What follows belongs to an exercise in optimizing a design on an open flow for small area and a short achievable clock period; a production flow would make more cautious choices.
Where RTL was checked, it was by simulation tests only, not by an equivalence proof against the original.
For runs 2 to 6, only the layout was checked, not whether the RTL still works.
Power figures rest on the tool's default switching activity, not on a simulated workload.

[flow/config.mk]
export PLATFORM = sky130hd
export DESIGN_NAME = pipecpu
export DESIGN_NICKNAME = pipecpu
export VERILOG_FILES = /design/flow/design.v
export SDC_FILE = /design/flow/constraint.sdc
export NUM_CORES = 8
export LEC_CHECK = 0
export CAP_MARGIN = 20
export CORE_MARGIN = 2
export CORE_UTILIZATION = 50
export SLEW_MARGIN = 20
[flow/constraint.sdc]
create_clock -name core_clock -period 12.5 [get_ports {clk}]
set_input_delay 2.5000 -clock core_clock [delete_from_list [all_inputs] [get_ports {clk}]]
set_output_delay 2.5000 -clock core_clock [all_outputs]
set_load 0.01 [all_outputs]
[flow/design.v]
module pipecpu(clk, rst, instr, readdata, PC, MemWrite, aluout, writedata);
   input         clk;
   input         rst;
   input  [31:0] instr;
   input  [31:0] readdata;
   output [31:0] PC;
   output        MemWrite;
   output [31:0] aluout;
   output [31:0] writedata;
   localparam OP_ADD = 0, OP_AND = 1, OP_OR = 2, OP_XOR = 3, OP_NOR = 4,
              OP_SLT = 5, OP_SLL = 6, OP_SRL = 7, OP_SRA = 8;
   reg  [31:0] dpc4, dinst;
   reg  [31:1] sela, selb;       
   reg         fea, feb;
   reg         fla, flb;
   reg         fxa, fxb;
   reg  [31:0] pcn, bpcr;        
   reg         taken;
   reg  [31:0] ea, eb, es;       
   reg         ecin;             
   reg  [4:0]  esa;              
   reg  [8:0]  eop;
   reg  [4:0]  ern;
   reg         ewreg, em2reg, ewmem;
   reg  [31:0] malu, mb;
   reg  [4:0]  mrn;
   reg         mwreg, mm2reg, mwmem;
   assign PC = taken ? bpcr : pcn;
   assign MemWrite = mwmem;
   assign aluout = malu;
   assign writedata = mb;
   wire [5:0] op = dinst[31:26];
   wire [5:0] func = dinst[5:0];
   wire [4:0] rs = dinst[25:21];
   wire [4:0] rt = dinst[20:16];
   wire [4:0] rd = dinst[15:11];
   wire r_type = ~|op;
   wire i_add  = r_type & (func == 6'b100000);
   wire i_sub  = r_type & (func == 6'b100010);
   wire i_and  = r_type & (func == 6'b100100);
   wire i_or   = r_type & (func == 6'b100101);
   wire i_xor  = r_type & (func == 6'b100110);
   wire i_nor  = r_type & (func == 6'b100111);
   wire i_slt  = r_type & (func == 6'b101010);
   wire i_sll  = r_type & (func == 6'b000000);
   wire i_srl  = r_type & (func == 6'b000010);
   wire i_sra  = r_type & (func == 6'b000011);
   wire i_sllv = r_type & (func == 6'b000100);
   wire i_srlv = r_type & (func == 6'b000110);
   wire i_jr   = r_type & (func == 6'b001000);
   wire i_addi = (op == 6'b001000);
   wire i_andi = (op == 6'b001100);
   wire i_ori  = (op == 6'b001101);
   wire i_xori = (op == 6'b001110);
   wire i_lui  = (op == 6'b001111);
   wire i_lw   = (op == 6'b100011);
   wire i_sw   = (op == 6'b101011);
   wire i_beq  = (op == 6'b000100);
   wire i_bne  = (op == 6'b000101);
   wire i_j    = (op == 6'b000010);
   wire i_jal  = (op == 6'b000011);
   wire i_rs = i_add | i_sub | i_and | i_or | i_xor | i_jr | i_addi | i_andi | i_ori | i_xori |
               i_lw | i_sw | i_beq | i_bne | i_nor | i_slt | i_sllv | i_srlv;
   wire i_rt = i_add | i_sub | i_and | i_or | i_xor | i_sll | i_sllv | i_srl | i_srlv | i_sra |
               i_sw | i_beq | i_bne | i_nor | i_slt;
   wire wreg = i_add | i_sub | i_and | i_or | i_xor | i_sll | i_sllv | i_srlv | i_nor | i_slt |
               i_srl | i_sra | i_addi | i_andi | i_ori | i_xori | i_lw | i_lui | i_jal;
   wire regrt  = i_addi | i_andi | i_ori | i_xori | i_lw | i_lui;
   wire shift  = i_sll | i_srl | i_sra;
   wire aluimm = i_addi | i_lw | i_sw | i_beq | i_bne | i_lui | i_ori | i_andi | i_xori;
   wire sext   = i_addi | i_lw | i_sw | i_beq | i_bne;
   wire [4:0] rn = i_jal ? 5'd31 : regrt ? rt : rd;
   wire dwreg = wreg & (rn != 5'd0);    
   wire stall = ewreg & em2reg & (i_rs & (ern == rs) | i_rt & (ern == rt));
   reg  [31:0] rf [1:31];
   reg  [31:1] rfv;
   wire [31:0] wdi = mm2reg ? readdata : malu;
   wire [31:1] wsel;
   genvar gi;
   generate
      for (gi = 1; gi < 32; gi = gi + 1) begin : g_rf
         assign wsel[gi] = mwreg & (mrn == gi);
         always @(posedge clk)
            if (wsel[gi]) rf[gi] <= wdi;
      end
   endgenerate
   always @(posedge clk or posedge rst) begin
      if (rst) rfv <= 31'd0;
      else rfv <= rfv | wsel;
   end
   reg [31:0] qa, qb;
   integer k;
   always @(*) begin
      qa = 32'd0;
      qb = 32'd0;
      for (k = 1; k < 32; k = k + 1) begin
         qa = qa | (rf[k] & {32{sela[k]}});
         qb = qb | (rf[k] & {32{selb[k]}});
      end
   end
   wire [31:0] ealu;
   wire [31:0] ao = ({32{fla}} & readdata) | ({32{fxa}} & malu) | qa;    
   wire [31:0] bo = ({32{flb}} & readdata) | ({32{fxb}} & malu) | qb;    
   wire [31:0] a = ({32{fea}} & ealu) | ao;
   wire [31:0] b = ({32{feb}} & ealu) | bo;
   wire [31:0] ninst = stall ? dinst : instr;
   wire [4:0]  nrs = ninst[25:21];
   wire [4:0]  nrt = ninst[20:16];
   wire [31:1] nvalid = rfv | wsel;
   wire efwd = ~stall & dwreg & ~i_lw;
   wire nfea = efwd & (rn == nrs);
   wire nfeb = efwd & (rn == nrt);
   wire nfma = ewreg & (ern == nrs) & ~nfea;
   wire nfmb = ewreg & (ern == nrt) & ~nfeb;
   wire [31:1] nsela, nselb;
   generate
      for (gi = 1; gi < 32; gi = gi + 1) begin : g_sel
         assign nsela[gi] = (nrs == gi) & nvalid[gi] & ~nfea & ~nfma;
         assign nselb[gi] = (nrt == gi) & nvalid[gi] & ~nfeb & ~nfmb;
      end
   endgenerate
   always @(posedge clk or posedge rst) begin
      if (rst) begin
         sela <= 31'd0;
         selb <= 31'd0;
         fea <= 1'b0;
         feb <= 1'b0;
         fla <= 1'b0;
         flb <= 1'b0;
         fxa <= 1'b0;
         fxb <= 1'b0;
      end else begin
         sela <= nsela;
         selb <= nselb;
         fea <= nfea;
         feb <= nfeb;
         fla <= nfma & em2reg;
         flb <= nfmb & em2reg;
         fxa <= nfma & ~em2reg;
         fxb <= nfmb & ~em2reg;
      end
   end
   wire [32:0] sum1 = {ea, 1'b1} + {eb, ecin};
   wire [31:0] sum = sum1[32:1];
   wire        slt = (ea[31] ^ ~eb[31]) ? ea[31] : sum[31];
   wire [31:0] x = ao | bo;
   wire [31:0] cr = ea ^ eb ^ x;
   wire [31:0] cg = ea & eb;
   wire [31:0] cp = ea ^ eb;
   wire [31:0] cok = cr ^ ~{cg[30:0] | (cp[30:0] & cr[30:0]), ecin};
   wire eq_add = &cok;
   wire eq_slt = ~|x[31:1] & (x[0] == slt);
   wire [31:0] ealu_ls;
   wire eq_ls = (ealu_ls == x);
   wire eq_e = eop[OP_ADD] ? eq_add : eop[OP_SLT] ? eq_slt : eq_ls;
   wire eq = (fea & feb) | ((fea | feb) ? eq_e : (ao == bo));
   wire ntaken = ~stall & (i_beq & eq | i_bne & ~eq);
   wire [31:0] imm = {{16{sext & dinst[15]}}, dinst[15:0]};
   wire [31:0] bpc = dpc4 + {imm[29:0], 2'b00};
   wire [31:0] jpc = {dpc4[31:28], dinst[25:0], 2'b00};
   wire [31:0] pcn4 = pcn + 32'd4;
   wire [31:0] bpcr4 = bpcr + 32'd4;
   wire [31:0] pc4 = taken ? bpcr4 : pcn4;
   wire [31:0] npc = stall ? PC : i_jr ? a : (i_j | i_jal) ? jpc : pc4;
   always @(posedge clk or posedge rst) begin
      if (rst) begin
         pcn <= 32'd0;
         taken <= 1'b0;
      end else begin
         pcn <= npc;
         taken <= ntaken;
      end
   end
   always @(posedge clk) bpcr <= bpc;
   always @(posedge clk or posedge rst) begin
      if (rst) dinst <= 32'd0;
      else if (!stall) dinst <= instr;
   end
   always @(posedge clk)
      if (!stall) dpc4 <= pc4;
   wire dsub = i_sub | i_beq | i_bne | i_slt;
   wire [8:0] dop;
   assign dop[OP_ADD] = i_add | i_addi | i_lw | i_sw | i_jal | i_sub | i_beq | i_bne;
   assign dop[OP_AND] = i_and | i_andi;
   assign dop[OP_OR]  = ~(dop[OP_ADD] | i_and | i_andi | i_xor | i_xori | i_nor | i_slt |
                          i_sll | i_sllv | i_srl | i_srlv | i_sra);
   assign dop[OP_XOR] = i_xor | i_xori;
   assign dop[OP_NOR] = i_nor;
   assign dop[OP_SLT] = i_slt;
   assign dop[OP_SLL] = i_sll | i_sllv;
   assign dop[OP_SRL] = i_srl | i_srlv;
   assign dop[OP_SRA] = i_sra;
   wire [31:0] da = i_jal ? dpc4 : i_lui ? 32'd0 :
                    shift ? {a[31:5], dinst[10:6]} : a;
   wire [31:0] db0 = i_jal ? 32'd4 : i_lui ? {dinst[15:0], 16'd0} :
                     aluimm ? imm : (dop[OP_OR] & ~i_or) ? 32'd0 : b;
   wire [31:0] db = dsub ? ~db0 : db0;
   always @(posedge clk) begin
      ea <= da;
      eb <= db;
      es <= b;
      ecin <= dsub;
      esa <= shift ? dinst[10:6] : (i_sllv | i_srlv) ? a[4:0] : 5'd0;
      ern <= rn;
   end
   always @(posedge clk or posedge rst) begin
      if (rst) begin
         eop <= 9'd0;
         ewreg <= 1'b0;
         em2reg <= 1'b0;
         ewmem <= 1'b0;
      end else begin
         eop <= dop;
         ewreg <= dwreg & ~stall;
         em2reg <= i_lw;
         ewmem <= i_sw & ~stall;
      end
   end
   wire [31:0] shl = es << esa;
   wire signed [32:0] sre = {eop[OP_SRA] & es[31], es};
   wire [32:0] shr = sre >>> esa;
   assign ealu_ls = ({32{eop[OP_AND]}} & (ea & eb)) |
                 ({32{eop[OP_OR]}}  & (ea | eb)) |
                 ({32{eop[OP_XOR]}} & (ea ^ eb)) |
                 ({32{eop[OP_NOR]}} & ~(ea | eb)) |
                 ({32{eop[OP_SLL]}} & shl) |
                 ({32{eop[OP_SRL] | eop[OP_SRA]}} & shr[31:0]);
   assign ealu = ({32{eop[OP_ADD]}} & sum) | ({32{eop[OP_SLT]}} & {31'd0, slt}) | ealu_ls;
   always @(posedge clk or posedge rst) begin
      if (rst) begin
         malu <= 32'd0;
         mwreg <= 1'b0;
         mm2reg <= 1'b0;
         mwmem <= 1'b0;
      end else begin
         malu <= ealu;
         mwreg <= ewreg;
         mm2reg <= em2reg;
         mwmem <= ewmem;
      end
   end
   always @(posedge clk) begin
      mb <= es;
      mrn <= ern;
   end
endmodule
[flow/flow/run.sh]
#!/bin/bash
# The standard layout, with timing repair aiming well below the clock
# period (the SDC is unchanged).
set -euo pipefail
bash standard.sh SETUP_SLACK_MARGIN=8.5 finish > standard_flow.log 2>&1
[flow/standard.sh]
#!/bin/bash
# synth_recipe.tcl (not shown) runs the flow's synth.tcl, then flattens the netlist and writes it again
# the make line also repeats each setting of config.mk as NAME=value (left out here)
make -C /OpenROAD-flow-scripts/flow DESIGN_CONFIG=/design/flow/config.mk WORK_HOME=/design/flow/orfs CLKGATE_MAP_FILE= SYNTH_SCRIPT=/design/flow/synth_recipe.tcl "${@:-finish}"
==> impl_metrics.tcl, run 1 <==
set metrics [dict create \
    synthArstFlopShare_pct 15.0 \
    switchingPower_w 0.00409 \
    setup.worst_path.end "taken" \
    yosys_warnings 2 \
    relSlewSlack_pct 15.9 \
    fin_nets 6145 \
    overflow 0 \
    crit_arrival_ns 6.00 \
    yosys_register_bits 1411 \
    syn-num-nets 5778 \
    startpoint_type "input pin" \
    timing.rr.start "selb[17]" \
    cp-end-kind "flip-flop" \
    r2r_setup_slack_ns 7.23 \
    layout_commonest_cell "edfxtp_1" \
    cts_buffers 151 \
    die_w_um 375 \
    pwr-share-comb_pct 21.6 \
    core_area_um2 137000 \
    synth_area_per_cell_um2 12.4 \
    start_util_pct 50.2 \
    pwr-share-seq_pct 43.3 \
    ant_nets 0 \
    multi_input_area_um2 29400 \
    rr_endpoint "taken" \
    crit_fanout 3 \
    fin_skew_ns 0.0698 \
    gp_congestion 1.07 \
    cts_sinks 1411 \
    power_frac_clock_pct 35.1 \
    synthFlopType "edfxtp_1" \
    clk_latency_ns 0.85 \
    final_util_pct 60.5 \
    layout_min_cycle_time_ns 5.32 \
    hold_path_class "flip-flop to flip-flop" \
    synth_edf_count 1024 \
    cts_max_path_buffers 3 \
    detail_route.vias_per_cell 8.06 \
    reg2reg_depth 19 \
    swShare_pct 30.5 \
    core.rowCount 136 \
    drv_slew 0 \
    leakage_nw 30.2 \
    tightestPinTransition_ns 1.26 \
    finalInstanceArea_um2 83000 \
    grt_usage_pct 51.7 \
    final_cell_mix "1024 x edfxtp_1, 422 x a22oi_1, 356 x buf_4" \
    dp_cells 7288 \
    finalCritPeriodShare_pct 42.5 \
    final_cell_count_no_fill 7855 \
    yosysUniqueCellTypes 89 \
    peakVddDrop_mv 0.195 \
    cts_htree_levels 4 \
    maxCapViolCount 0 \
    drt_iter0_markers 13800 \
    crit_required_ns 13.18 \
    worstSetupPathType "input pin to flip-flop" \
    syn_to_final_growth_pct 20.6 \
    grt_pass1_wl_um 496000 \
    fp.dieH_um 375 \
    status "complete, no violations" \
    route.vias.total 63300 \
    placed_area_um2 73100 \
    hpwl_um 225000 \
    wl_per_cell_um 47.7 \
    io_pins 163 \
    portBuffers 162 \
    clockRootBuffer "clkbuf_16" \
    setup_violations 0 \
    drcViolationCount 0 \
    seq_area_um2 39800 \
    drive_gt1_share_pct 24.6 \
    yosysSeqAreaShare_pct 57.4 \
    rsz0062_at_grt "true" \
    drt-total-wl_um 374000 \
    grt_max_degree 78 \
    finalHoldViolations 0 \
    syn_area_um2 68900 \
    antenna_found_initial 19 \
    cts.reportedPaths.clkPinSlew_ns 0.06 \
    synth_cells 5552 \
    max_freq_mhz 188 \
    grt_pass1_vias 58400 \
    nFillCells 10700 \
    setup.worst_path.start "readdata[7]" \
    drt-pass1-iter-count 12 \
    tritoncts "done" \
    setup_tns_ns 0 \
    fp.dieArea_um2 141000 \
    powerDensity_nw_per_um2 161 \
    internal-power_w 0.00931 \
]
## through the flow
stage	hold slack, ns	setup slack [ns]	power [W]
CTS	0.383	7.20	0.0131
detailed placement	0.373	5.18	0.00805
finish	0.381	7.18	0.0134
global route	0.403	7.02	0.0137
global placement	0.352	5.26	0.00805
floorplan	0.329	7.11	0.00696
## cells by family after synthesis
family / synth area share (%)
AOI/OAI and AO/OA: 19.3
xor gates and xnor gates: 2.34
adders and majority gates: 3.29
buffers and inverters: 3.25
DFF: 57.4
muxes: 5.19
and+or+nand+nor: 9.16
## cell type report
type	instances	share of cell area (%)
flip-flops and latches	1411	47.9
multi-input cells	3559	35.4
repair buffers	610	6.83
clock buffers	192	4.93
well taps	1794	2.70
clock inverters	90	1.27
inverters	183	0.874
diodes	13	0.0392
repair inverters	3	0.0301
## cell usage after synthesis, types with 9 or more instances
master	number	area (um^2)
mux2_2	77	867
xnor2_1	122	1070
and3_1	21	131
o221ai_1	19	166
a222oi_1	65	651
a211o_1	11	96.3
edfxtp_1	1024	30700
buf_1	52	195
xor2_1	62	543
nand3b_1	9	67.6
nand2b_1	33	206
o22ai_1	27	169
mux4_2	76	1710
a21boi_0	22	165
nor2_1	153	574
a211oi_1	26	195
a21oi_1	129	646
or2_2	41	257
nand3_1	174	871
nor2b_1	22	138
nand4_1	202	1260
o21bai_1	20	150
a31oi_1	18	113
nor4_1	30	188
dfrtp_1	211	5280
dfxtp_1	176	3520
o21ai_0	123	616
o211ai_1	24	180
a21o_1	80	601
nand2_1	326	1220
mux2i_1	92	921
and2_1	19	119
a221oi_1	307	2690
o21a_1	9	67.6
or3_1	15	93.8
fa_1	34	681
a22o_1	291	2550
a22oi_1	427	3210
a31o_2	11	96.3
clkbuf_1	317	1190
inv_1	174	653
o31ai_1	13	97.6
ha_1	126	1580
buf_2	23	115
nor3_1	175	876
## routing by layer
layer	track usage [%]	up-vias	share of wire (%)
met3	23.5	2257	17
li1	-	23100	-
met2	70.5	7154	39
met1	63.9	30800	33
met4	39.0	14	10
met5	0	-	0.041
## worst min path at each step
| stage | startpoint | end | slack [ns] | cells past startpoint |
|---|---|---|---|---|
| after CTS | dpc4[0] | bpcr[0] | 0.38 | 0 |
| final | dpc4[0] | bpcr[0] | 0.38 | 0 |
| after detailed placement | dpc4[1] | bpcr[1] | 0.37 | 0 |
| after global routing | dpc4[0] | bpcr[0] | 0.40 | 0 |
| after global placement | dpc4[1] | bpcr[1] | 0.35 | 0 |
| after floorplan | es[0] | mb[0] | 0.33 | 0 |
## flip-flops by register name, summed over array words and instances (netlist names), 5 cells and up
| name | flops |
|---|---|
| es | 32 |
| mb | 32 |
| selb | 31 |
| ea | 32 |
| rfv | 31 |
| dinst | 32 |
| eop | 9 |
| sela | 31 |
| ern | 5 |
| eb | 32 |
| rf | 992 |
| dpc4 | 32 |
| pcn | 32 |
| mrn | 5 |
| bpcr | 32 |
| esa | 5 |
| malu | 32 |
## worst max-delay path, stage by stage
cell	delay, ns
clkdlybuf4s15_2	0.22
a222oi_1	0.37
nand4_1	0.20
nor3_4	0.27
ha_4	0.22
fa_1	0.41
xor2_1	0.15
nand4_1	0.17
nor4_2	0.29
nand4_1	0.14
o31ai_2	0.24
maj3_2	0.24
nor2_4	0.05
nand3_2	0.07
a31oi_1	0.04
or3_1	0.40
## timing repair
action	CTS	global route
hold buffers	0	0
endpoints found under the hold margin	0	0
endpoints found under the setup margin	521	172
buffers inserted	195	63
resized for setup	814	167
pin swaps	107	108
gates cloned	12	1
## power groups by stage
stage	sequential, W	clock, W	combinational (W)
floorplan	0.00567	0	0.00130
global route	0.00580	0.00487	0.00299
finish	0.00580	0.00471	0.00290
global placement	0.00586	0	0.00220
detailed placement	0.00585	0	0.00220
CTS	0.00577	0.00468	0.00262
==> run 2, diff against run 1 <==
--- a/flow/design.v
+++ b/flow/design.v
@@ -90,12 +90,11 @@
    end
-   reg [31:0] qa, qb;
-   integer k;
-   always @(*) begin
-      qa = 32'd0;
-      qb = 32'd0;
-      for (k = 1; k < 32; k = k + 1) begin
-         qa = qa | (rf[k] & {32{sela[k]}});
-         qb = qb | (rf[k] & {32{selb[k]}});
-      end
-   end
+   wire [31*32-1:0] rfq;
+   generate
+      for (gi = 1; gi < 32; gi = gi + 1) begin : g_rfq
+         assign rfq[(gi-1)*32 +: 32] = rf[gi];
+      end
+   endgenerate
+   wire [31:0] qa, qb;
+   rf_read rda (.d(rfq), .sel(sela), .q(qa));
+   rf_read rdb (.d(rfq), .sel(selb), .q(qb));
    wire [31:0] ealu;
@@ -142,17 +141,12 @@
    end
-   wire [32:0] sum1 = {ea, 1'b1} + {eb, ecin};
-   wire [31:0] sum = sum1[32:1];
-   wire        slt = (ea[31] ^ ~eb[31]) ? ea[31] : sum[31];
-   wire [31:0] x = ao | bo;
-   wire [31:0] cr = ea ^ eb ^ x;
-   wire [31:0] cg = ea & eb;
-   wire [31:0] cp = ea ^ eb;
-   wire [31:0] cok = cr ^ ~{cg[30:0] | (cp[30:0] & cr[30:0]), ecin};
-   wire eq_add = &cok;
-   wire eq_slt = ~|x[31:1] & (x[0] == slt);
+   wire [31:0] sum;
+   wire        slt;
+   alu_add add (.a(ea), .b(eb), .cin(ecin), .sum(sum), .slt(slt));
    wire [31:0] ealu_ls;
-   wire eq_ls = (ealu_ls == x);
-   wire eq_e = eop[OP_ADD] ? eq_add : eop[OP_SLT] ? eq_slt : eq_ls;
-   wire eq = (fea & feb) | ((fea | feb) ? eq_e : (ao == bo));
-   wire ntaken = ~stall & (i_beq & eq | i_bne & ~eq);
+   wire ntaken;
+   wire fe1 = fea ^ feb;
+   br_eq beq_unit (.ao(ao), .bo(bo), .ea(ea), .eb(eb), .ecin(ecin), .slt(slt), .els(ealu_ls),
+                   .m_same(fea & feb), .m_n(~fea & ~feb), .m_add(fe1 & eop[OP_ADD]),
+                   .m_slt(fe1 & eop[OP_SLT]), .m_ls(fe1 & ~eop[OP_ADD] & ~eop[OP_SLT]),
+                   .beq(i_beq & ~stall), .bne(i_bne & ~stall), .taken(ntaken));
    wire [31:0] imm = {{16{sext & dinst[15]}}, dinst[15:0]};
@@ -160,5 +154,3 @@
    wire [31:0] jpc = {dpc4[31:28], dinst[25:0], 2'b00};
-   wire [31:0] pcn4 = pcn + 32'd4;
-   wire [31:0] bpcr4 = bpcr + 32'd4;
-   wire [31:0] pc4 = taken ? bpcr4 : pcn4;
+   wire [31:0] pc4 = PC + 32'd4;
    wire [31:0] npc = stall ? PC : i_jr ? a : (i_j | i_jal) ? jpc : pc4;
@@ -202,3 +194,4 @@
       ecin <= dsub;
-      esa <= shift ? dinst[10:6] : (i_sllv | i_srlv) ? a[4:0] : 5'd0;
+      esa <= (i_sll ? -dinst[10:6] : 5'd0) | ((i_srl | i_sra) ? dinst[10:6] : 5'd0) |
+             (i_sllv ? -a[4:0] : 5'd0) | (i_srlv ? a[4:0] : 5'd0);
       ern <= rn;
@@ -218,11 +211,3 @@
    end
-   wire [31:0] shl = es << esa;
-   wire signed [32:0] sre = {eop[OP_SRA] & es[31], es};
-   wire [32:0] shr = sre >>> esa;
-   assign ealu_ls = ({32{eop[OP_AND]}} & (ea & eb)) |
-                 ({32{eop[OP_OR]}}  & (ea | eb)) |
-                 ({32{eop[OP_XOR]}} & (ea ^ eb)) |
-                 ({32{eop[OP_NOR]}} & ~(ea | eb)) |
-                 ({32{eop[OP_SLL]}} & shl) |
-                 ({32{eop[OP_SRL] | eop[OP_SRA]}} & shr[31:0]);
+   alu_ls ls (.a(ea), .b(eb), .s(es), .sa(esa), .op(eop[8:1]), .y(ealu_ls));
    assign ealu = ({32{eop[OP_ADD]}} & sum) | ({32{eop[OP_SLT]}} & {31'd0, slt}) | ealu_ls;
@@ -246 +231,72 @@
 endmodule
+module rf_read(d, sel, q);
+   input  [31*32-1:0] d;
+   input  [31:1]      sel;
+   output reg [31:0]  q;
+   integer k;
+   always @(*) begin
+      q = 32'd0;
+      for (k = 1; k < 32; k = k + 1)
+         q = q | (d[(k-1)*32 +: 32] & {32{sel[k]}});
+   end
+endmodule
+module alu_add(a, b, cin, sum, slt);
+   input  [31:0] a, b;
+   input         cin;
+   output [31:0] sum;
+   output        slt;
+   wire [32:0] sum1 = {a, 1'b1} + {b, cin};
+   assign sum = sum1[32:1];
+   assign slt = (a[31] ^ ~b[31]) ? a[31] : sum[31];
+endmodule
+module alu_ls(a, b, s, sa, op, y);
+   input  [31:0] a, b, s;
+   input  [4:0]  sa;
+   input  [7:0]  op;
+   output [31:0] y;
+   wire [31:0] r1 = sa[0] ? {s[0],     s[31:1]}  : s;
+   wire [31:0] r2 = sa[1] ? {r1[1:0],  r1[31:2]} : r1;
+   wire [31:0] r3 = sa[2] ? {r2[3:0],  r2[31:4]} : r2;
+   wire [31:0] r4 = sa[3] ? {r3[7:0],  r3[31:8]} : r3;
+   wire [31:0] r5 = sa[4] ? {r4[15:0], r4[31:16]} : r4;
+   wire [31:0] t;
+   genvar i;
+   generate
+      for (i = 0; i < 32; i = i + 1) begin : g_t
+         if (i == 0) assign t[i] = 1'b0;
+         else assign t[i] = (sa >= 32 - i);
+      end
+   endgenerate
+   wire fill = op[7] & s[31];
+   wire [31:0] m = op[5] ? (~t & {32{|sa}}) : t;
+   wire [31:0] sh = (r5 & ~m) | ({32{fill}} & m);
+   assign y = ({32{op[0]}} & (a & b)) |
+              ({32{op[1]}} & (a | b)) |
+              ({32{op[2]}} & (a ^ b)) |
+              ({32{op[3]}} & ~(a | b)) |
+              ({32{op[5] | op[6] | op[7]}} & sh);
+endmodule
+module br_eq(ao, bo, ea, eb, ecin, slt, els, m_same, m_n, m_add, m_slt, m_ls, beq, bne, taken);
+   input  [31:0] ao, bo, ea, eb, els;
+   input         ecin, slt, m_same, m_n, m_add, m_slt, m_ls, beq, bne;
+   output        taken;
+   wire [31:0] x = ao | bo;
+   wire [31:0] p = ea ^ eb;
+   wire [31:0] g = ea & eb;
+   wire [31:0] c0 = {g[30:0] | p[30:0], ecin};
+   wire [31:0] c1 = {g[30:0], ecin};
+   wire [31:0] xm1 = {x[30:0], 1'b0};
+   wire [31:0] cin_i;
+   genvar i;
+   generate
+      for (i = 0; i < 32; i = i + 1) begin : g_c
+         assign cin_i[i] = xm1[i] ? c1[i] : c0[i];
+      end
+   endgenerate
+   wire eq_add = &(~(x ^ p ^ cin_i));
+   wire eq_slt = ~|x[31:1] & ~(x[0] ^ slt);
+   wire eq_ls = &(~(els ^ x));
+   wire eq_n = &(~(ao ^ bo));
+   wire eq = m_same | (m_n & eq_n) | (m_add & eq_add) | (m_slt & eq_slt) | (m_ls & eq_ls);
+   assign taken = beq & eq | bne & ~eq;
+endmodule
--- a/flow/config.mk
+++ b/flow/config.mk
@@ -11 +11,2 @@
 export SLEW_MARGIN = 20
+export SYNTH_HIERARCHICAL = 1
==> run 2 against run 1 <==
Register-to-register slack gained 0.90 ns. Area after synthesis grew 2.1%. Non-clock buffer count shrank 133. Total power shrank 2.8%. Clock power shrank 2%. Sequential share of layout area is essentially flat. Synthesized cell count grew 4.4%. Combinational power shrank 7%.
==> impl_metrics.tcl, run 2 <==
set metrics [dict create \
    final_cell_count_no_fill 8054 \
    synth.most_common_cell "edfxtp_1" \
    tritoncts "done" \
    synth_edf_count 1024 \
    fin_nets 6342 \
    syn_area_um2 70300 \
    power_frac_clock_pct 35.3 \
    maxCapViolCount 0 \
    finalCritPeriodShare_pct 37.1 \
    io_pins 163 \
    netlist_top_cells_count "1024 x edfxtp_1, 805 x a22oi_1, 291 x clkbuf_1" \
    gp_congestion 1.01 \
    yosys_warnings 9 \
    overflow 0 \
    tightestPinTransition_ns 1.38 \
    cts_buffers 154 \
    pwr-share-comb_pct 20.8 \
    syn-num-nets 6091 \
    synthFlopType "edfxtp_1" \
    cts_sinks 1411 \
    pwr-share-seq_pct 43.9 \
    wl_per_cell_um 35.8 \
    finalHoldViolations 0 \
    powerDensity_nw_per_um2 158 \
    cts_max_path_buffers 3 \
    clockRootBuffer "clkbuf_16" \
    hold_ws_ns 0.365 \
    drt_iter0_markers 8339 \
    multi_input_area_um2 30100 \
    clk_latency_ns 0.82 \
    peakVddDrop_mv 0.141 \
    portBuffers 162 \
    max_stage_delay_ns 0.41 \
    layout_min_cycle_time_ns 4.63 \
    synthArstFlopShare_pct 15.0 \
    grt_usage_pct 39.4 \
    die_w_um 379 \
    synth_area_per_cell_um2 12.1 \
    route.vias.total 56500 \
    total_power_w 0.0130 \
    internal-power_w 0.00914 \
    fp.dieArea_um2 144000 \
    drt-pass1-iter-count 9 \
    placed_area_um2 74000 \
    drive_gt1_share_pct 19.9 \
    dp_cells 7607 \
    leakage_nw 30.5 \
    grt_pass1_wl_um 401000 \
    start_util_pct 50.4 \
    largest_reg_flops 992 \
    regMostFlops "rf" \
    core_area_um2 140000 \
    setup_tns_ns 0 \
    cts_htree_levels 4 \
    swShare_pct 29.9 \
    slowest_stage "dfrtp_2" \
    ctsHoldBuffers 0 \
    synth_largest_area_cell "edfxtp_1" \
    max_freq_mhz 216 \
    ant_nets 0 \
    seq_area_um2 39600 \
    final_cell_mix "1024 x edfxtp_1, 805 x a22oi_1, 281 x nand2_1" \
    grt_max_degree 123 \
    startpoint_type "flip-flop" \
    post-synth-top-area-fraction_pct 43.7 \
    synth_cells 5799 \
    crit_arrival_ns 2.13 \
    worstPathCellList "buf_12 > buf_8 > buf_16 > mux2_4 > buf_6" \
    crit_required_ns 10.00 \
    setup_violations 0 \
    crit_buf_inv 4 \
    synthTopCellsByArea "edfxtp_1 44%, a22oi_1 8.6%, dfrtp_1 7.5%" \
    switchingPower_w 0.00389 \
    yosysSeqAreaShare_pct 56.3 \
    drcViolationCount 0 \
    cp-end-kind "primary output" \
    hpwl_um 189000 \
    layout_commonest_cell "edfxtp_1" \
    rsz0062_at_grt "true" \
    worstSetupPathType "flip-flop to primary output" \
    syn_to_final_growth_pct 17.6 \
    drv_slew 0 \
    antenna_found_initial 19 \
    path_delay_family "buffers and inverters" \
    fp.dieH_um 379 \
    hold_path_class "flip-flop to flip-flop" \
    core.rowCount 137 \
    grt_pass1_vias 52500 \
    finalInstanceArea_um2 82700 \
    fin_skew_ns 0.0571 \
    status "complete, no violations" \
    nFillCells 11300 \
    drt-total-wl_um 289000 \
    yosysUniqueCellTypes 112 \
    relSlewSlack_pct 8.16 \
    crit_fanout 5 \
    detail_route.vias_per_cell 7.01 \
    cts.reportedPaths.clkPinSlew_ns 0.07 \
    yosys_register_bits 1411 \
]
## run 2: cell count changes after synthesis, sizes merged, moves of 68 or more
| cell | change |
|---|---|
| a221oi | -208 |
| nor3 | -114 |
| a22oi | +378 |
| a22o | -223 |
| ha | +97 |
| or4 | +68 |
| inv | +96 |
## run 2: per-layer routing
layer	up-vias	wire (um)	GRT usage (%)
li1	23500	-	-
met3	631	34300	9.46
met2	3898	125000	58.2
met1	28400	112000	53.9
met4	18	17100	20.6
met5	-	128	0
## run 2: Yosys stat by module, one instance, submodules excluded
module / flip-flops and latches / copies in the design / cells / area (um^2)
alu_add: 0 / 1 / 270 / 1840
alu_ls: 0 / 1 / 671 / 5000
br_eq: 0 / 1 / 429 / 3220
pipecpu: 1411 / 1 / 2963 / 49600
rf_read: 0 / 2 / 733 / 5330
## run 2: metrics by stage
step	setup WS [ns]	utilization, %
finish	7.87	59.2
global route	7.85	59.2
CTS	7.84	58.5
detailed placement	6.77	53.1
global placement	6.81	53.0
floorplan	7.26	-
## run 2: cell families after synthesis
kind of cell,after synthesis,share of synthesized area [%]
AOI/OAI and AO/OA,1830,19.9
xor gates and xnor gates,240,3.03
adders and majority gates,226,4.05
buffers and inverters,666,4.02
DFF,1411,56.3
muxes,197,3.21
and+or+nand+nor,1229,9.53
## run 2: final cells by class
| type | instances | area share, % |
|---|---|---|
| Inverter | 282 | 1.30 |
| Clock inverter | 84 | 1.11 |
| Multi-Input combinational cell | 3724 | 36.4 |
| Clock buffer | 196 | 5.06 |
| Antenna cell | 4 | 0.0121 |
| Tap cell | 1876 | 2.84 |
| Sequential cell | 1411 | 47.9 |
| Timing Repair Buffer | 477 | 5.33 |
## run 2: power by group through the flow
| stage | registers [W] | clock network (W) | logic, W |
|---|---|---|---|
| floorplan | 0.00566 | 0 | 0.00136 |
| global placement | 0.00576 | 0 | 0.00226 |
| detailed placement | 0.00576 | 0 | 0.00227 |
| CTS | 0.00570 | 0.00463 | 0.00255 |
| global route | 0.00573 | 0.00482 | 0.00285 |
| finish | 0.00571 | 0.00460 | 0.00271 |
## run 2: worst paths after layout
| path | start | to | slack, ns | depth (start not counted) |
|---|---|---|---|---|
| worst max-delay path | taken | PC[0] | 7.87 | 5 |
| worst min-delay path | ewmem | mwmem | 0.37 | 0 |
| worst max register to register | selb[2] | taken | 8.13 | 15 |
| worst min register to register | ewmem | mwmem | 0.37 | 0 |
| max in group asynchronous | rst | dinst[29] | 8.94 | 3 |
| min in group asynchronous | rst | sela[19] | 2.11 | 2 |
## run 2: timing repair
action,in CTS,in global routing
pin swaps,79,45
endpoints found under the setup margin,240,153
endpoints found under the hold margin,0,0
gates resized for setup,647,135
cloned,11,2
setup buffers,113,36
==> run 3, diff against run 2 <==
--- a/flow/design.v
+++ b/flow/design.v
@@ -11,3 +11,3 @@
               OP_SLT = 5, OP_SLL = 6, OP_SRL = 7, OP_SRA = 8;
-   reg  [31:0] dpc4, dinst;
+   reg  [31:0] dinst;
    reg  [31:1] sela, selb;       
@@ -152,4 +152,4 @@
    wire [31:0] imm = {{16{sext & dinst[15]}}, dinst[15:0]};
-   wire [31:0] bpc = dpc4 + {imm[29:0], 2'b00};
-   wire [31:0] jpc = {dpc4[31:28], dinst[25:0], 2'b00};
+   wire [31:0] bpc = PC + {imm[29:0], 2'b00};
+   wire [31:0] jpc = {PC[31:28], dinst[25:0], 2'b00};
    wire [31:0] pc4 = PC + 32'd4;
@@ -170,4 +170,2 @@
    end
-   always @(posedge clk)
-      if (!stall) dpc4 <= pc4;
    wire dsub = i_sub | i_beq | i_bne | i_slt;
@@ -184,3 +182,3 @@
    assign dop[OP_SRA] = i_sra;
-   wire [31:0] da = i_jal ? dpc4 : i_lui ? 32'd0 :
+   wire [31:0] da = i_jal ? PC : i_lui ? 32'd0 :
                     shift ? {a[31:5], dinst[10:6]} : a;
==> run 3 against run 2 <==
Still clean. Combinational power hardly changed. Total power fell by 4.1%. Non-clock buffer count increased by 35. Clock power is 5.7% lower. Critical path depth did not move.
==> impl_metrics.tcl, run 3 <==
set metrics [dict create \
    status "complete, no violations" \
    finalHoldViolations 0 \
    yosys_register_bits 1379 \
    yosysUniqueCellTypes 108 \
    crit_arrival_ns 2.21 \
    setup_violations 0 \
    synthArstFlopShare_pct 15.3 \
    overflow 0 \
    core.rowCount 136 \
    post-synth-top-area-fraction_pct 43.3 \
    cts_sinks 1379 \
    die_w_um 375 \
    portBuffers 162 \
    fin_skew_ns 0.0642 \
    finalWorstSetupSlack_ns 7.79 \
    finalCritPeriodShare_pct 37.7 \
    hold_ws_ns 0.355 \
    fin_nets 6294 \
    maxCapViolCount 0 \
    cts.reportedPaths.clkPinSlew_ns 0.06 \
    start_util_pct 50.2 \
    max_freq_mhz 212 \
    setup_tns_ns 0 \
    core_area_um2 137000 \
    syn-num-nets 6001 \
    drive_gt1_share_pct 21.7 \
    cts_max_path_buffers 3 \
    grt_pass1_wl_um 395000 \
    crit_required_ns 10.00 \
    synth_cells 5709 \
    fp.dieArea_um2 141000 \
    syn_to_final_growth_pct 18.2 \
    yosysSeqAreaShare_pct 56.1 \
    hold_path_class "flip-flop to flip-flop" \
    wl_per_cell_um 35.8 \
    cp-end-kind "primary output" \
    synth_area_per_cell_um2 12.1 \
    drcViolationCount 0 \
    regMostFlops "rf" \
    layout_commonest_cell "edfxtp_1" \
    synth_largest_area_cell "edfxtp_1" \
    synth.most_common_cell "edfxtp_1" \
    grt_max_degree 155 \
    tritoncts "done" \
    detail_route.vias_per_cell 7.03 \
    grt_usage_pct 39.3 \
    yosys_warnings 9 \
    synth_edf_count 992 \
    layout_min_cycle_time_ns 4.71 \
    placed_area_um2 72400 \
    peakVddDrop_mv 0.127 \
    final_cell_mix "992 x edfxtp_1, 791 x a22oi_1, 297 x buf_4" \
    startpoint_type "flip-flop" \
    synthTopCellsByArea "edfxtp_1 43%, a22oi_1 8.6%, dfrtp_1 7.7%" \
    drt-total-wl_um 284000 \
    netlist_top_cells_count "992 x edfxtp_1, 792 x a22oi_1, 287 x nand2_1" \
    antenna_found_initial 32 \
    route.vias.total 55700 \
    io_pins 163 \
    gp_congestion 1.04 \
    total_power_w 0.0125 \
    largest_reg_flops 992 \
    finalInstanceArea_um2 81300 \
    drv_slew 0 \
    drt_iter0_markers 8931 \
    relSlewSlack_pct 21.7 \
    clk_latency_ns 0.80 \
    rsz0062_at_grt "true" \
    ant_nets 0 \
    clockRootBuffer "clkbuf_16" \
    grt_pass1_vias 51800 \
    cts_buffers 151 \
    place_ws_ns 6.78 \
    cts_htree_levels 4 \
    leakage_nw 29.8 \
    drt-pass1-iter-count 10 \
    worstSetupPathType "flip-flop to primary output" \
    ctsHoldBuffers 0 \
    powerDensity_nw_per_um2 154 \
    tightestPinTransition_ns 1.17 \
    syn_area_um2 68800 \
    hpwl_um 190000 \
    synthFlopType "edfxtp_1" \
    fp.dieH_um 375 \
    crit_fanout 7 \
]
run 3: layout make-up:
class                   instances  area [um^2]
multi-input cells            3672        29900
well taps                    1794         2240
clock buffers                 200         4090
repair buffers                512         4660
fillers                     11100        55800
inverters                     286         1100
flip-flops and latches       1379        38700
diodes                         17         42.5
clock inverters                66          628
run 3: critical path, cell delays in order, from the launching register on:
cell	delay (ns)
dfrtp_2	0.50
buf_6	0.17
buf_16	0.14
buf_12	0.14
mux2_4	0.34
buf_6	0.13
run 3: cell families (layout without fill, tap and decap cells):
| group | after synthesis | in the layout | synth area share (%) |
|---|---|---|---|
| mux | 178 | 178 | 3.08 |
| simple gates | 1231 | 1231 | 9.66 |
| fa+ha+maj | 226 | 226 | 4.14 |
| xor+xnor | 229 | 229 | 2.92 |
| other cells | 0 | 17 | 0 |
| buf+inv | 658 | 1064 | 4.07 |
| flops | 1379 | 1379 | 56.1 |
| compound gates | 1808 | 1808 | 20.1 |
run 3: report_power, final:
| part | internal (W) | total, W | switching (W) | leakage, nW |
|---|---|---|---|---|
| Clock | 0.00244 | 0.00434 | 0.00190 | 2.29 |
| Combinational | 0.00111 | 0.00268 | 0.00157 | 14.3 |
| Sequential | 0.00524 | 0.00547 | 0.000236 | 13.2 |
run 3: per-module statistics from Yosys (local to each module, per instance):
module   cells inside  copies in the design  flip-flops and latches
alu_ls            671                     1                       0
pipecpu          2873                     1                    1379
br_eq             429                     1                       0
rf_read           733                     2                       0
alu_add           270                     1                       0
run 3: what timing repair did:
| action | in CTS | in global routing |
|---|---|---|
| pin swaps | 96 | 68 |
| gates resized for setup | 709 | 154 |
| gates cloned | 6 | 0 |
| buffers inserted | 153 | 52 |
| endpoints found under the setup margin | 256 | 152 |
run 3: metrics by stage:
stage | utilization (%) | std cells
after floorplan | - | 5709
final | 59.3 | 7926
after detailed placement | 52.8 | 7432
after CTS | 58.5 | 7857
after global placement | 52.8 | 7431
after global routing | 59.3 | 7916
run 3: routing by layer:
| metal | GRT usage (%) | part of all wire [%] |
|---|---|---|
| met1 | 54.2 | 39 |
| met2 | 59.6 | 44 |
| met3 | 8.22 | 11 |
| met4 | 18.3 | 5.6 |
| met5 | 0 | 0.045 |
run 3: worst paths after layout:
kind | from | to | slack [ns] | cells past startpoint
setup / recovery | taken | PC[25] | 7.79 | 5
max in group asynchronous | rst | malu[13] | 8.95 | 4
hold reg to reg | ewmem | mwmem | 0.36 | 0
setup reg to reg | selb[18] | taken | 8.18 | 13
hold / removal | ewmem | mwmem | 0.36 | 0
min in group asynchronous | rst | dinst[15] | 2.25 | 3
==> run 4, diff against run 3 <==
--- a/flow/design.v
+++ b/flow/design.v
@@ -17,3 +17,2 @@
    reg  [31:0] pcn, bpcr;        
-   reg         taken;
    reg  [31:0] ea, eb, es;       
@@ -27,3 +26,2 @@
    reg         mwreg, mm2reg, mwmem;
-   assign PC = taken ? bpcr : pcn;
    assign MemWrite = mwmem;
@@ -152,4 +150,4 @@
    wire [31:0] imm = {{16{sext & dinst[15]}}, dinst[15:0]};
-   wire [31:0] bpc = PC + {imm[29:0], 2'b00};
-   wire [31:0] jpc = {PC[31:28], dinst[25:0], 2'b00};
+   wire [31:0] bpc = pcn + {{14{dinst[15]}}, dinst[15:0], 2'b00};
+   wire [31:0] jpc = {pcn[31:28], dinst[25:0], 2'b00};
    wire [31:0] pc4 = PC + 32'd4;
@@ -157,10 +155,11 @@
    always @(posedge clk or posedge rst) begin
-      if (rst) begin
-         pcn <= 32'd0;
-         taken <= 1'b0;
-      end else begin
-         pcn <= npc;
-         taken <= ntaken;
-      end
+      if (rst) pcn <= 32'd0;
+      else pcn <= npc;
    end
+   generate
+      for (gi = 0; gi < 4; gi = gi + 1) begin : g_pc
+         pc_sel psel (.clk(clk), .rst(rst), .ntaken(ntaken), .bpc(bpcr[gi*8 +: 8]),
+                      .pcn(pcn[gi*8 +: 8]), .pc(PC[gi*8 +: 8]));
+      end
+   endgenerate
    always @(posedge clk) bpcr <= bpc;
@@ -182,3 +181,3 @@
    assign dop[OP_SRA] = i_sra;
-   wire [31:0] da = i_jal ? PC : i_lui ? 32'd0 :
+   wire [31:0] da = i_jal ? pcn : i_lui ? 32'd0 :
                     shift ? {a[31:5], dinst[10:6]} : a;
@@ -300 +299,12 @@
 endmodule
+module pc_sel(clk, rst, ntaken, bpc, pcn, pc);
+   input        clk, rst, ntaken;
+   input  [7:0] bpc, pcn;
+   output [7:0] pc;
+   reg taken;
+   always @(posedge clk or posedge rst) begin
+      if (rst) taken <= 1'b0;
+      else taken <= ntaken;
+   end
+   assign pc = taken ? bpc : pcn;
+endmodule
==> run 4 against run 3 <==
Sequential power barely moved. Wire length rose by 0.48%. Register-to-register slack got worse by 0.09 ns. Design area fell by 1.5%. Sequential share of layout area rose by 0.77 points. Total power rose by 1.2%. Combinational power fell by 4%. Final cell count fell by 1.2%. Setup slack improved by 0.30 ns. Fmax rose by 6.8%. Critical path type is now flip-flop to flip-flop. Largest cell class unchanged.
==> impl_metrics.tcl, run 4 <==
set metrics [dict create \
    status "complete, no violations" \
    drt_iter0_markers 8338 \
    seq_area_um2 38700 \
    regMostFlops "rf" \
    yosysUniqueCellTypes 106 \
    crit_arrival_ns 5.11 \
    cp-end-kind "flip-flop" \
    final_cell_mix "992 x edfxtp_1, 804 x a22oi_1, 269 x nand2_1" \
    cts_sinks 1382 \
    grt_pass1_wl_um 396000 \
    portBuffers 162 \
    maxCapViolCount 0 \
    synth.most_common_cell "edfxtp_1" \
    post-synth-top-area-fraction_pct 43.3 \
    holdCritStartpoint "ewmem" \
    cts_max_path_buffers 3 \
    drive_gt1_share_pct 19.1 \
    fin_nets 6202 \
    synth_edf_count 992 \
    detail_route.vias_per_cell 7.11 \
    start_util_pct 50.2 \
    die_w_um 375 \
    route.vias.total 55700 \
    r2r_setup_slack_ns 8.09 \
    setup_tns_ns 0 \
    tritoncts "done" \
    ant_nets 0 \
    cts.reportedPaths.clkPinSlew_ns 0.06 \
    rr_endpoint "g_pc[3].psel.taken" \
    rsz0062_at_grt "true" \
    synthTopCellsByArea "edfxtp_1 43%, a22oi_1 8.8%, dfrtp_1 7.8%" \
    drv_slew 0 \
    layout_commonest_cell "edfxtp_1" \
    syn_to_final_growth_pct 16.4 \
    leakage_nw 29.5 \
    core.rowCount 136 \
    wl_per_cell_um 36.4 \
    powerDensity_nw_per_um2 158 \
    placed_area_um2 72400 \
    drt-total-wl_um 285000 \
    crit_fanout 16 \
    drcViolationCount 0 \
    multi_input_area_um2 29300 \
    cts_buffers 153 \
    overflow 0 \
    timing.rr.start "sela[2]" \
    syn_area_um2 68800 \
    yosys_register_bits 1382 \
    peakVddDrop_mv 0.129 \
    worstSetupPathType "flip-flop to flip-flop" \
    finalHoldViolations 0 \
    ctsHoldBuffers 0 \
    cts_htree_levels 4 \
    syn-num-nets 5996 \
    core_area_um2 137000 \
    antenna_found_initial 19 \
    grt_pass1_vias 52200 \
    drt-pass1-iter-count 7 \
    clockRootBuffer "clkbuf_16" \
    finalCritPeriodShare_pct 35.3 \
    synthFlopType "edfxtp_1" \
    clk_latency_ns 0.83 \
    fin_skew_ns 0.0427 \
    setup_violations 0 \
    startpoint_type "flip-flop" \
    hold_depth 0 \
    synthArstFlopShare_pct 15.5 \
    fp.dieH_um 375 \
    netlist_top_cells_count "992 x edfxtp_1, 804 x a22oi_1, 283 x clkbuf_1" \
    hpwl_um 188000 \
    io_pins 163 \
    nFillCells 11200 \
    relSlewSlack_pct 15.6 \
    fp.dieArea_um2 141000 \
    final_util_pct 58.5 \
    layout_min_cycle_time_ns 4.41 \
    grt_max_degree 67 \
    synth_largest_area_cell "edfxtp_1" \
    grt_usage_pct 39.6 \
    hold_path_class "flip-flop to flip-flop" \
    largest_reg_flops 992 \
    gp_congestion 1.02 \
    min_to "mwmem" \
    finalInstanceArea_um2 80100 \
    max_freq_mhz 227 \
    reg2reg_depth 15 \
    synth_area_per_cell_um2 12.1 \
    tightestPinTransition_ns 1.27 \
    yosys_warnings 10 \
    synth_cells 5704 \
    crit_required_ns 13.19 \
    yosysSeqAreaShare_pct 56.2 \
]
-- run 4: logic make-up (layout without fill, tap and decap cells) --
logic type | Yosys count | after routing | synth area share, %
compound gates | 1845 | 1845 | 20.5
flops | 1382 | 1382 | 56.2
simple gates | 1213 | 1216 | 9.20
buf+inv | 637 | 966 | 3.93
fa+ha+maj | 226 | 226 | 4.14
xor+xnor | 221 | 221 | 2.81
mux | 180 | 180 | 3.24
other cells | 0 | 2 | 0
-- run 4: critical path: stages, from the launching register on --
cell and delay [ns]:
dfrtp_2 0.45, buf_12 0.16, buf_16 0.16, a22o_1 0.22, a221oi_1 0.20, nand3_1 0.26, or4_4 0.65, a221o_1 0.32
inv_1 0.09, ha_4 0.19, xnor2_1 0.11, xnor2_1 0.33, nand4_1 0.23, nor3_2 0.27, a41oi_4 0.23, mux2_4 0.38
-- run 4: Yosys stat by module, one instance, submodules excluded --
module,copies in the design,cells
pc_sel,4,11
alu_ls,1,671
br_eq,1,429
alu_add,1,270
rf_read,2,733
pipecpu,1,2824
-- run 4: layer usage --
layer  track usage [%]  part of all wire, %  vias to the layer above  wire (um)
li1                  -                    -                    23100          -
met1              52.9                   38                    28000     109000
met2              58.6                   44                     3867     124000
met3              10.5                   12                      766      33700
met4              21.9                  6.4                        8      18200
met5                 0                0.017                        -         49
-- run 4: worst max-delay path by stage --
stage                                  start                  to  slack [ns]  depth (start not counted)
after floorplan                          rst            dinst[0]        7.27                          1
after global placement           readdata[2]  g_pc[1].psel.taken        6.61                         11
after detailed placement         readdata[2]  g_pc[1].psel.taken        6.56                         11
after CTS                 g_pc[0].psel.taken               PC[0]        8.09                          3
after global routing                 selb[2]  g_pc[1].psel.taken        8.08                         15
final                                sela[2]  g_pc[3].psel.taken        8.09                         15
-- run 4: per-stage QoR --
step                      cells  power [W]  setup WS [ns]  hold WS, ns
after CTS                  7817     0.0126           8.09        0.343
after global placement     7424    0.00775           6.61        0.339
final                      7832     0.0126           8.09        0.346
after detailed placement   7424    0.00776           6.56        0.335
after global routing       7830     0.0130           8.08        0.355
after floorplan            5704    0.00679           7.27        0.326
-- run 4: repair_timing --
item                       CTS  global route
pin swaps                  104            41
gates cloned                 4             1
setup buffers              108            12
resized for setup          641           114
setup endpoints to repair  271           235
-- run 4: area by class of cell --
class	count	area share, %
clock buffer	211	5.31
timing repair inverter	1	0.00937
multi-input combinational	3688	36.6
clock inverter	70	1.12
tap	1794	2.80
antenna	2	0.00625
inverter	261	1.25
timing repair buffer	423	4.58
sequential	1382	48.4
-- run 4: power breakdown --
part	switching [W]	internal [W]	total, W
registers	0.000209	0.00525	0.00546
clock network	0.00199	0.00263	0.00461
logic	0.00155	0.00102	0.00257
==> run 5, diff against run 4 <==
--- a/flow/config.mk
+++ b/flow/config.mk
@@ -10,2 +10,3 @@
 export CORE_UTILIZATION = 50
+export CTS_BUF_LIST = sky130_fd_sc_hd__clkbuf_8
 export SLEW_MARGIN = 20
==> run 5 against run 4 <==
Still clean on timing, DRC and antenna. Wire length up 0.28%. Fmax shrank 3.4%. Hold slack improved by 0.00050 ns. Register-to-register slack improved by 0.10 ns. Clock-buffer cell count is 39 higher. Final cell count increased by 1.6%. Die area is the same. Global-route usage barely moved. Largest cell class unchanged. Largest power group unchanged.
==> impl_metrics.tcl, run 5 <==
set metrics [dict create \
    status "complete, no violations" \
    start_util_pct 50.2 \
    yosys_register_bits 1382 \
    route.vias.total 56000 \
    peakVddDrop_mv 0.109 \
    finalHoldViolations 0 \
    hold_ws_ns 0.347 \
    synth_cells 5704 \
    leakage_nw 29.5 \
    powerDensity_nw_per_um2 150 \
    netlist_top_cells_count "992 x edfxtp_1, 804 x a22oi_1, 283 x clkbuf_1" \
    cp-end-kind "primary output" \
    drt-total-wl_um 286000 \
    antenna_found_initial 21 \
    yosysSeqAreaShare_pct 56.2 \
    finalCritPeriodShare_pct 36.6 \
    final_cell_mix "992 x edfxtp_1, 804 x a22oi_1, 336 x inv_1" \
    maxCapViolCount 0 \
    busiest_layer "met2" \
    regMostFlops "rf" \
    crit_required_ns 10.00 \
    drv_slew 0 \
    drt_iter0_markers 8132 \
    tightestPinTransition_ns 1.27 \
    ant_nets 0 \
    layout_min_cycle_time_ns 4.57 \
    syn-num-nets 5996 \
    largest_reg_flops 992 \
    core_area_um2 137000 \
    overflow 0 \
    grt_pass1_vias 52800 \
    cts_max_path_buffers 3 \
    hpwl_um 188000 \
    portBuffers 162 \
    total_power_w 0.0119 \
    detail_route.vias_per_cell 7.04 \
    synth_largest_area_cell "edfxtp_1" \
    startpoint_type "flip-flop" \
    drt-pass1-iter-count 6 \
    cts_buffers 226 \
    grtUsageMet1_pct 53.5 \
    syn_area_um2 68800 \
    io_pins 163 \
    fin_nets 6259 \
    grtUsageMet2_pct 58.4 \
    synth.most_common_cell "edfxtp_1" \
    synthFlopType "edfxtp_1" \
    synth_area_per_cell_um2 12.1 \
    synthArstFlopShare_pct 15.5 \
    finalInstanceArea_um2 79200 \
    drive_gt1_share_pct 20.0 \
    worstSetupPathType "flip-flop to primary output" \
    core.rowCount 136 \
    fp.dieArea_um2 141000 \
    hold_path_class "flip-flop to flip-flop" \
    gp_congestion 1.02 \
    syn_to_final_growth_pct 15.1 \
    grt_max_degree 67 \
    setup_violations 0 \
    setup_tns_ns 0 \
    cts.reportedPaths.clkPinSlew_ns 0.06 \
    nFillCells 11400 \
    rsz0062_at_grt "true" \
    max_freq_mhz 219 \
    grtUsageMet3_pct 9.73 \
    layout_commonest_cell "edfxtp_1" \
    cts_htree_levels 4 \
    wl_per_cell_um 36.0 \
    yosysUniqueCellTypes 106 \
    fin_skew_ns 0.0646 \
    clockRootBuffer "clkbuf_8" \
    post-synth-top-area-fraction_pct 43.3 \
    synth_edf_count 992 \
    synthTopCellsByArea "edfxtp_1 43%, a22oi_1 8.8%, dfrtp_1 7.8%" \
    clk_latency_ns 1.02 \
    tritoncts "done" \
    cts_sinks 1382 \
    grt_usage_pct 39.6 \
    fp.dieH_um 375 \
    relSlewSlack_pct 15.4 \
    placed_area_um2 72400 \
    yosys_warnings 10 \
    drcViolationCount 0 \
    grt_pass1_wl_um 397000 \
    crit_fanout 8 \
    crit_arrival_ns 2.07 \
    die_w_um 375 \
]
-- run 5: cell counts after synthesis --
Identical to the previous run, type by type.
-- run 5: final timing paths --
path	end	startpoint	depth (start not counted)	slack, ns
worst max-delay path	PC[0]	g_pc[0].psel.taken	3	7.93
worst min-delay path	mwmem	ewmem	0	0.35
worst max register to register	g_pc[1].psel.taken	sela[2]	14	8.19
worst min register to register	mwmem	ewmem	0	0.35
max in group asynchronous	malu[10]	rst	3	8.78
min in group asynchronous	g_pc[2].psel.taken	rst	2	1.86
-- run 5: area by class of cell --
type | count | area, um^2 | share of cell area [%]
clock inverters | 166 | 952 | 1.20
clock buffers | 250 | 3440 | 4.35
repair inverters | 1 | 7.51 | 0.00948
diodes | 5 | 12.5 | 0.0158
repair buffers | 407 | 3510 | 4.44
well taps | 1794 | 2240 | 2.83
flip-flops and latches | 1382 | 38700 | 48.9
multi-input cells | 3688 | 29300 | 37.0
inverters | 261 | 990 | 1.25
-- run 5: metal layers --
metal  wire, um  vias to the layer above
met2     124000                     4066
met4      18100                        8
li1           -                    23200
met1     110000                    27900
met5         51                        -
met3      33800                      756
-- run 5: what timing repair did --
action | 4_1_cts | 5_1_grt
cloned | 2 | 2
endpoints found under the setup margin | 269 | 167
hold buffers | 0 | 0
pin swaps | 86 | 45
endpoints found under the hold margin | 0 | 0
setup buffers | 85 | 20
resized for setup | 776 | 85
-- run 5: through the flow --
step / cells / setup WS, ns / util (%)
3_5_place_dp: 7424 / 6.56 / 52.8
6_report: 7954 / 7.93 / 57.8
3_3_place_gp: 7424 / 6.61 / 52.8
5_1_grt: 7951 / 7.90 / 57.8
2_1_floorplan: 5704 / 7.27 / -
4_1_cts: 7927 / 7.88 / 57.4
-- run 5: Yosys stat by module (local to each module, per instance) --
module / flops+latches / copies in the design / area (um^2) / cells inside
alu_add: 0 / 1 / 1840 / 270
alu_ls: 0 / 1 / 5000 / 671
br_eq: 0 / 1 / 3220 / 429
pipecpu: 1378 / 1 / 47500 / 2824
rf_read: 0 / 2 / 5330 / 733
pc_sel: 1 / 4 / 160 / 11
-- run 5: kinds of logic after synthesis --
group           after synthesis  share of synthesized area (%)
fa+ha+maj                   226                           4.14
simple gates               1213                           9.20
mux                         180                           3.24
compound gates             1845                           20.5
xor+xnor                    221                           2.81
buf+inv                     637                           3.93
flops                      1382                           56.2
-- run 5: power by group --
part | leakage, nW | internal [W] | total, W | switching [W]
clock | 2.57 | 0.00194 | 0.00388 | 0.00194
sequential | 13.3 | 0.00526 | 0.00547 | 0.000211
combinational | 13.7 | 0.00101 | 0.00255 | 0.00154
-- run 5: critical path, stage by stage (launching register included) --
cell     delay [ns]
dfrtp_2        0.41
buf_12         0.15
mux2_4         0.35
buf_6          0.14
==> run 6, diff against run 5 <==
--- a/flow/config.mk
+++ b/flow/config.mk
@@ -10,3 +10,3 @@
 export CORE_UTILIZATION = 50
-export CTS_BUF_LIST = sky130_fd_sc_hd__clkbuf_8
+export PLACE_DENSITY = 0.75
 export SLEW_MARGIN = 20
==> run 6 against run 5 <==
Still clean. Die area did not move. Clock skew fell by 0.0043 ns. Total power is 5.2% higher. Combinational power rose by 2%. Setup slack better by 0.20 ns. Clock-buffer cell count decreased by 66. Wire length rose by 2.8%. Design area up 1.5%. Non-clock buffer count is 47 higher. Critical path type unchanged.
==> impl_metrics.tcl, run 6 <==
set metrics [dict create \
    fp.dieArea_um2 141000 \
    setup_tns_ns 0 \
    fin_nets 6227 \
    portBuffers 162 \
    finalHoldViolations 0 \
    fin_skew_ns 0.0604 \
    drive_gt1_share_pct 20.3 \
    crit_required_ns 10.00 \
    relSlewSlack_pct 12.1 \
    powerDensity_nw_per_um2 156 \
    tightestPinTransition_ns 1.32 \
    yosysSeqAreaShare_pct 56.2 \
    antenna_found_initial 42 \
    startpoint_type "flip-flop" \
    r2r_setup_slack_ns 8.20 \
    finalWorstSetupSlack_ns 8.13 \
    worstSetupPathType "flip-flop to primary output" \
    drt-pass1-iter-count 13 \
    yosys_warnings 10 \
    synthFlopType "edfxtp_1" \
    core.rowCount 136 \
    hold_path_class "flip-flop to flip-flop" \
    max_freq_mhz 229 \
    finalCritPeriodShare_pct 35.0 \
    crit_fanout 8 \
    io_pins 163 \
    leakage_nw 29.7 \
    synth_cells 5704 \
    clk_latency_ns 0.84 \
    synthTopCellsByArea "edfxtp_1 43%, a22oi_1 8.8%, dfrtp_1 7.8%" \
    syn_to_final_growth_pct 16.8 \
    synth_edf_count 992 \
    reg2reg_depth 15 \
    tritoncts "done" \
    fp.dieH_um 375 \
    maxCapViolCount 0 \
    post-synth-top-area-fraction_pct 43.3 \
    place_ws_ns 6.93 \
    final_cell_mix "992 x edfxtp_1, 804 x a22oi_1, 263 x nand2_1" \
    synth_area_per_cell_um2 12.1 \
    grt_pass1_wl_um 406000 \
    grt_usage_pct 40.5 \
    regMostFlops "rf" \
    cts_max_path_buffers 3 \
    grt_max_degree 73 \
    cts_buffers 145 \
    detail_route.vias_per_cell 7.34 \
    cts_htree_levels 4 \
    cts.reportedPaths.clkPinSlew_ns 0.06 \
    hpwl_um 196000 \
    synth.most_common_cell "edfxtp_1" \
    clockRootBuffer "clkbuf_16" \
    drt_iter0_markers 11700 \
    wl_per_cell_um 37.3 \
    crit_arrival_ns 1.87 \
    drv_slew 0 \
    layout_min_cycle_time_ns 4.37 \
    overflow 0 \
    gp_congestion 1.05 \
    start_util_pct 50.2 \
    status "complete, no violations" \
    netlist_top_cells_count "992 x edfxtp_1, 804 x a22oi_1, 283 x clkbuf_1" \
    core_area_um2 137000 \
    synthArstFlopShare_pct 15.5 \
    layout_commonest_cell "edfxtp_1" \
    syn_area_um2 68800 \
    yosysUniqueCellTypes 106 \
    drt-total-wl_um 294000 \
    peakVddDrop_mv 0.101 \
    route.vias.total 57800 \
    die_w_um 375 \
    final_util_pct 58.6 \
    drcViolationCount 0 \
    cts_sinks 1382 \
    syn-num-nets 5996 \
    ant_nets 0 \
    largest_reg_flops 992 \
    rsz0062_at_grt "true" \
    yosys_register_bits 1382 \
    grt_pass1_vias 53700 \
    setup_violations 0 \
    synth_largest_area_cell "edfxtp_1" \
    hold_depth 0 \
    cp-end-kind "primary output" \
]
run 6: modules after synthesis (local to each module, per instance):
| module | cells inside | times used | cell area (um^2) | flip-flops and latches |
|---|---|---|---|---|
| alu_add | 270 | 1 | 1840 | 0 |
| alu_ls | 671 | 1 | 5000 | 0 |
| br_eq | 429 | 1 | 3220 | 0 |
| pc_sel | 11 | 4 | 160 | 1 |
| pipecpu | 2824 | 1 | 47500 | 1378 |
| rf_read | 733 | 2 | 5330 | 0 |
run 6: path summary, 6_finish.rpt:
| path | end | start |
|---|---|---|
| worst max-delay path | PC[3] | g_pc[0].psel.taken |
| worst min register to register | mwmem | ewmem |
| worst max register to register | g_pc[3].psel.taken | selb[2] |
| max in group asynchronous | sela[20] | rst |
| worst min-delay path | mwmem | ewmem |
| min in group asynchronous | g_pc[2].psel.taken | rst |
run 6: metrics by stage:
step	cell area, um^2	hold WS (ns)	std cells	total power (W)
4_1_cts	79600	0.386	7831	0.0123
3_3_place_gp	72400	0.380	7432	0.00776
2_1_floorplan	68900	0.326	5704	0.00679
6_report	80300	0.369	7873	0.0125
5_1_grt	80300	0.385	7856	0.0128
3_5_place_dp	72400	0.375	7432	0.00778
run 6: repair_timing:
action                                  4_1_cts  5_1_grt
cloned                                       10        2
buffers inserted                            122       15
hold buffers                                  0        0
gates resized for setup                     696      110
pin swaps                                   130       38
endpoints found under the setup margin      344      213
run 6: report_power, final:
part           internal, W  leakage (nW)  total, W  switching [W]
clock              0.00248          2.34   0.00441        0.00193
combinational      0.00103          14.1   0.00261        0.00158
sequential         0.00525          13.3   0.00549       0.000236
run 6: critical path, cell delays in order, from the launching register on:
cell and delay [ns]:
dfrtp_2 0.41, buf_12 0.15, mux2_4 0.34, buf_6 0.14
run 6: cell families after synthesis:
logic type | share of synthesized area [%]
AOI/OAI and AO/OA | 20.5
and+or+nand+nor | 9.20
DFF | 56.2
buffers and inverters | 3.93
adders and majority gates | 4.14
muxes | 3.24
xor gates and xnor gates | 2.81
run 6: area by class of cell:
cell class	count	area (um^2)
multi-input combinational	3690	29400
timing repair inverter	1	7.51
clock buffer	184	3890
inverter	261	995
antenna	24	60.1
clock inverter	83	902
tap	1794	2240
sequential	1382	38700
fill	10600	56600
timing repair buffer	454	4050
run 6: per-layer routing:
metal	part of all wire [%]	GRT usage [%]
met1	34	50.5
met2	43	60.7
met3	15	14.1
met4	7.6	24.6
met5	0.036	0

## re-timing with driven ports
The results above use ideal ports. As a check the final layouts listed here were re-extracted and re-timed, cells and wires unchanged. Step 1, drivers: a clkbuf_16 drives clk and a buf_2 each remaining input, both assumed. Step 2 moves the port delays by t, midway between the first and last clock arrival at a register: inputs arrive t later, outputs are due t later. That takes back most of the time a late clock gives input paths. a / b / c = ideal ports / drivers / drivers and shift; a / b = the first two.
| run | t, ns | setup slack, ns | worst setup path at the end | worst slew at a driven data input, ns |
|---|---|---|---|---|
| run 1 | 0.897 | 7.182 / 7.203 / 6.306 | input to register | 0.17 |
| run 2 | 0.881 | 7.868 / 7.780 / 7.363 | input to register | 0.12 |
| run 3 | 0.843 | 7.786 / 7.711 / 7.328 | input to register | 0.16 |
| run 4 | 0.900 | 8.087 / 8.041 / 7.268 | input to register | 0.09 |
| run 5 | 1.068 | 7.931 / 7.855 / 7.183 | input to register | 0.08 |
| run 6 | 0.887 | 8.130 / 8.050 / 7.290 | input to register | 0.20 |
After both steps every run listed still meets setup and hold. For run 1, which loses most, drivers alone change the setup slack by +0.021 ns; drivers and shift together by -0.876 ns.
